Context: an optimization exercise on an open-source flow, tuned for small area, a short achievable clock period and few clock cycles. The choices shown serve that exercise and are no tape-out recipe.
Power and IR drop assume default switching activity.

==> flow/design.v <==
`timescale 1ns / 1ps
module process(
	input clk,
	input rst,
	input [23:0] in_pix,
	output reg [5:0] row, col,
	output reg out_we,
	output reg [23:0] out_pix,
	output reg mirror_done,
	output reg gray_done,
	output reg filter_done);
localparam PM = 2'd0, PG = 2'd1, PF = 2'd2;
reg [1:0]  phase, nphase;
reg [1:0]  sub, nsub;
reg [12:0] cnt, ncnt;
wire [6:0]  s = cnt[12:6];
wire [5:0]  i = cnt[5:0];
wire [12:0] cinc = cnt + 13'd1;
wire [12:0] wpos = cnt - 13'd66;
wire        last11 = (cnt[10:0] == 11'd2047);
reg [5:0] nrow, ncol;
reg nwe, nmd, ngd, nfd;
reg f_i0, f_s0, f_ra;
reg nf_i0, nf_s0, nf_ra;
reg f_byp, nf_byp;
always @(*) begin
	nphase = phase; nsub = sub; ncnt = cnt;
	nrow = row; ncol = col;
	nwe = 1'b0; nmd = 1'b0; ngd = 1'b0; nfd = 1'b0;
	nf_i0 = f_i0; nf_s0 = f_s0; nf_ra = f_ra; nf_byp = 1'b0;
	case (phase)
	PM: begin
		case (sub)
		2'd0: begin
			nsub = 2'd1; nrow = ~{1'b0, cnt[10:6]}; ncol = cnt[5:0]; nwe = 1'b1;
		end
		2'd1: begin
			nsub = 2'd2; nrow = {1'b0, cnt[10:6]}; ncol = cnt[5:0]; nwe = 1'b1;
			nmd = last11; ncnt = cinc;
		end
		default: begin
			nsub = 2'd0;
			if (cnt[11]) begin
				nphase = PG; ncnt = 13'd0; nrow = 6'd0; ncol = 6'd0;
			end else begin
				nrow = {1'b0, cnt[10:6]}; ncol = cnt[5:0];
			end
		end
		endcase
	end
	PG: begin
		nsub = sub + 2'd1;
		case (sub)
		2'd0: begin nrow = cnt[10:5]; ncol = {cnt[4:0], 1'b1}; end
		2'd1: begin ncol = {cnt[4:0], 1'b0}; nwe = 1'b1; end
		2'd2: begin ncol = {cnt[4:0], 1'b1}; nwe = 1'b1; ngd = last11; ncnt = cinc; end
		default: begin
			if (cnt[11]) begin
				nphase = PF; ncnt = 13'd0; nrow = 6'd0; ncol = 6'd0; nwe = 1'b1;
				nf_i0 = 1'b1; nf_s0 = 1'b1; nf_ra = 1'b1;
			end else begin
				nrow = cnt[10:5]; ncol = {cnt[4:0], 1'b0};
			end
		end
		endcase
	end
	default: begin
		case (sub)
		2'd0: begin
			nsub = 2'd1; ncnt = cinc; nf_byp = f_i0;
			nrow = wpos[11:6];
			ncol = wpos[6] ? wpos[5:0] : ~wpos[5:0];
			nwe = (cnt >= 13'd66) && (cnt <= 13'd4161);
			nfd = (cnt == 13'd4161);
		end
		2'd1: begin
			if (cnt == 13'd4162) begin
				nphase = PM; nsub = 2'd0; ncnt = 13'd0; nrow = 6'd0; ncol = 6'd0;
			end else if (i == 6'd2 && s != 7'd0 && s <= 7'd64) begin
				nsub = 2'd2;
				if (s == 7'd64) begin nrow = 6'd63; ncol = 6'd63; end
				else begin nrow = s[5:0]; ncol = {6{s[0]}}; end
			end else begin
				nsub = 2'd0;
				if (s <= 7'd63) begin
					nrow = s[5:0]; ncol = s[0] ? ~i : i; nwe = 1'b1;
				end else if (s == 7'd64 && i == 6'd0) begin
					nrow = 6'd63; ncol = 6'd63; nwe = 1'b1;
				end
				nf_i0 = (i == 6'd0); nf_s0 = (cnt <= 13'd64); nf_ra = ~cnt[12];
			end
		end
		default: begin
			nsub = 2'd0;
			nrow = s[5:0]; ncol = s[0] ? ~i : i;
			nwe = (s <= 7'd63);
			nf_i0 = 1'b0; nf_s0 = 1'b0; nf_ra = ~cnt[12];
		end
		endcase
	end
	endcase
end
always @(posedge clk) begin
	if (rst) begin
		phase <= PM; sub <= 2'd0; cnt <= 13'd0;
		f_i0 <= 1'b1; f_s0 <= 1'b1; f_ra <= 1'b1; f_byp <= 1'b0;
		row <= 6'd0; col <= 6'd0; out_we <= 1'b0;
		mirror_done <= 1'b0; gray_done <= 1'b0; filter_done <= 1'b0;
	end else begin
		phase <= nphase; sub <= nsub; cnt <= ncnt;
		f_i0 <= nf_i0; f_s0 <= nf_s0; f_ra <= nf_ra; f_byp <= nf_byp;
		row <= nrow; col <= ncol; out_we <= nwe;
		mirror_done <= nmd; gray_done <= ngd; filter_done <= nfd;
	end
end
reg [23:0] P;
reg [7:0]  G0, G1;
reg [8:0]  E;
reg signed [12:0] K;
reg [9:0]  J;
reg mxr, mxg, mxb, mnr, mng, mnb;
wire [7:0] pr = P[23:16], pg = P[15:8], pb = P[7:0];
wire [7:0] pmax = ({8{mxr}} & pr) | ({8{mxg}} & pg) | ({8{mxb}} & pb);
wire [7:0] pmin = ({8{mnr}} & pr) | ({8{mng}} & pg) | ({8{mnb}} & pb);
wire [8:0] gsum = {1'b0, pmax} + {1'b0, pmin};
wire irg = in_pix[23:16] > in_pix[15:8];
wire irb = in_pix[23:16] > in_pix[7:0];
wire igb = in_pix[15:8] > in_pix[7:0];
wire signed [12:0] pT = P[22:10];
wire [9:0] pH = P[9:0];
wire first = f_i0;
wire [9:0] Jn = pT[12] ? 10'd0 : (|pT[11:10]) ? 10'h3ff : pT[9:0];
wire [10:0] Dn = {1'b0, J} - {1'b0, out_pix[9:0]};
wire [7:0] Dcl = Dn[10] ? 8'd0 : (|Dn[9:8]) ? 8'd255 : Dn[7:0];
wire [9:0] Hs = {1'b0, E} + {2'b0, G0};
wire signed [12:0] Ts = K - $signed({5'b0, G0});
wire [9:0] Hn = first ? {1'b0, E} : Hs;
wire signed [12:0] Tn = first ? K : Ts;
wire fA = (phase == PF) && (sub == 2'd0);
wire fB = (phase == PF) && (sub == 2'd1);
always @(posedge clk) begin
	P <= f_byp ? {1'b0, Tn, Hn} : in_pix;
	mxr <= irg & irb;
	mxg <= ~(irg & irb) & igb;
	mxb <= ~(irg & irb) & ~igb;
	mnb <= irb & igb;
	mng <= ~(irb & igb) & irg;
	mnr <= ~(irb & igb) & ~irg;
	E <= {1'b0, G0} + {1'b0, G1};
	K <= fA ? K - $signed({3'b0, f_s0 ? 10'd0 : pH})
	        : $signed({2'b0, G0, 3'b000}) + $signed({5'b0, G0}) - $signed({5'b0, G1});
end
always @(posedge clk) begin
	case (phase)
	PM: out_pix <= in_pix;
	PG: out_pix <= {8'd0, gsum[8:1], 8'd0};
	default: begin
		case (sub)
		2'd0: begin
			out_pix <= {8'd0, Dcl, 8'd0};
			J <= Jn;
			G1 <= first ? 8'd0 : G0;
			G0 <= f_ra ? in_pix[15:8] : 8'd0;
		end
		2'd1: out_pix <= {1'b0, Tn, Hn};
		default: ;
		endcase
	end
	endcase
end
endmodule
Settings: LEC_CHECK=0, CAP_MARGIN=20, CORE_MARGIN=2, CORE_UTILIZATION=45, PLACE_DENSITY=0.6, SETUP_SLACK_MARGIN=4.1, SLEW_MARGIN=20; clock period 7.0 ns.
standard.sh (not shown) runs the stock make flow with config.mk's settings and CLKGATE_MAP_FILE= SYNTH_SCRIPT=/design/flow/synth_recipe.tcl, a recipe that flattens the netlist after the stock synthesis.
==> flow/flow/run.sh <==
#!/bin/bash
# The standard layout (the standard.sh, standard synthesis unchanged),
# except that the port buffers are sky130_fd_sc_hd__buf_2 cells.
# make's full output goes to make.log in the work folder; ORFS keeps each
# step's own log under orfs/logs.
set -euo pipefail
bash standard.sh "BUFFER_PORTS_ARGS=-buffer_cell sky130_fd_sc_hd__buf_2" finish > make.log 2>&1
Next try:
--- a/flow/design.v
+++ b/flow/design.v
@@ -113,55 +113,52 @@
 		mirror_done <= nmd; gray_done <= ngd; filter_done <= nfd;
 	end
 end
 reg [23:0] P;
 reg [7:0]  G0, G1;
 reg [8:0]  E;
-reg signed [12:0] K;
-reg [9:0]  J;
+reg signed [12:0] K, J;
 reg mxr, mxg, mxb, mnr, mng, mnb;
 wire [7:0] pr = P[23:16], pg = P[15:8], pb = P[7:0];
 wire [7:0] pmax = ({8{mxr}} & pr) | ({8{mxg}} & pg) | ({8{mxb}} & pb);
 wire [7:0] pmin = ({8{mnr}} & pr) | ({8{mng}} & pg) | ({8{mnb}} & pb);
 wire [8:0] gsum = {1'b0, pmax} + {1'b0, pmin};
 wire irg = in_pix[23:16] > in_pix[15:8];
 wire irb = in_pix[23:16] > in_pix[7:0];
 wire igb = in_pix[15:8] > in_pix[7:0];
 wire signed [12:0] pT = P[22:10];
 wire [9:0] pH = P[9:0];
 wire first = f_i0;
-wire [9:0] Jn = pT[12] ? 10'd0 : (|pT[11:10]) ? 10'h3ff : pT[9:0];
-wire [10:0] Dn = {1'b0, J} - {1'b0, out_pix[9:0]};
-wire [7:0] Dcl = Dn[10] ? 8'd0 : (|Dn[9:8]) ? 8'd255 : Dn[7:0];
+wire signed [12:0] Dn = J - $signed({3'b0, out_pix[9:0]});
+wire [7:0] Dcl = Dn[12] ? 8'd0 : (|Dn[11:8]) ? 8'd255 : Dn[7:0];
 wire [9:0] Hs = {1'b0, E} + {2'b0, G0};
 wire signed [12:0] Ts = K - $signed({5'b0, G0});
 wire [9:0] Hn = first ? {1'b0, E} : Hs;
 wire signed [12:0] Tn = first ? K : Ts;
-wire fA = (phase == PF) && (sub == 2'd0);
 wire fB = (phase == PF) && (sub == 2'd1);
 always @(posedge clk) begin
 	P <= f_byp ? {1'b0, Tn, Hn} : in_pix;
 	mxr <= irg & irb;
 	mxg <= ~(irg & irb) & igb;
 	mxb <= ~(irg & irb) & ~igb;
 	mnb <= irb & igb;
 	mng <= ~(irb & igb) & irg;
 	mnr <= ~(irb & igb) & ~irg;
 	E <= {1'b0, G0} + {1'b0, G1};
-	K <= fA ? K - $signed({3'b0, f_s0 ? 10'd0 : pH})
-	        : $signed({2'b0, G0, 3'b000}) + $signed({5'b0, G0}) - $signed({5'b0, G1});
+	K <= $signed({2'b0, G0, 3'b000}) + $signed({5'b0, G0}) - $signed({5'b0, G1})
+	     - $signed({3'b0, f_s0 ? 10'd0 : pH});
 end
 always @(posedge clk) begin
 	case (phase)
 	PM: out_pix <= in_pix;
 	PG: out_pix <= {8'd0, gsum[8:1], 8'd0};
 	default: begin
 		case (sub)
 		2'd0: begin
 			out_pix <= {8'd0, Dcl, 8'd0};
-			J <= Jn;
+			J <= pT;
 			G1 <= first ? 8'd0 : G0;
 			G0 <= f_ra ? in_pix[15:8] : 8'd0;
 		end
 		2'd1: out_pix <= {1'b0, Tn, Hn};
 		default: ;
 		endcase
Wire length falls by 8.2%.
Global-route usage fell by 1.6 points.
Final cell count went down by 5.5%.
Sequential share of layout area climbs by 1.8 points.
First-iteration DRC count came out lower by 26%.
Setup slack got worse by 140 ps.
Non-clock buffer count goes up by 8.
Clock skew hardly moves.
Total power is lower by 0.47%.
Via count went down by 8.2%.
No functional check of the RTL was part of any run of this note.

-- separate check: timing with driven ports --
The results above use ideal ports. As a check the final layouts listed here were re-extracted and re-timed, cells and wires unchanged.
Step 1 (the two cells are an assumption about what drives the block):
set clk [get_ports {clk}]
set_driving_cell -lib_cell sky130_fd_sc_hd__clkbuf_16 $clk
set_driving_cell -lib_cell sky130_fd_sc_hd__buf_2 [delete_from_list [all_inputs] $clk]
Step 2 also shifts input and output timing later by t, the mid clock arrival at the registers, as if the neighbouring blocks saw the same clock.
a / b / c = ideal / step 1 / step 2; a / b = the first two.
| run | t (ns) | setup slack, ns | slew at the worst register clock pin (ns) | worst data-port slew with drivers (ns) | pins driven straight from the clock port |
|---|---|---|---|---|---|
| the first run | 0.469 | 4.184 / 4.184 / 3.938 | 0.07 / 0.07 | 0.04 | 1 |
| the second run | 0.469 | 4.044 / 4.044 / 3.893 | 0.07 / 0.07 | 0.04 | 1 |
After both steps setup and hold are still met in every run listed. The setup slack of the first run, which loses most, moves by 0.000 ns with the drivers and by -0.246 ns with both steps.
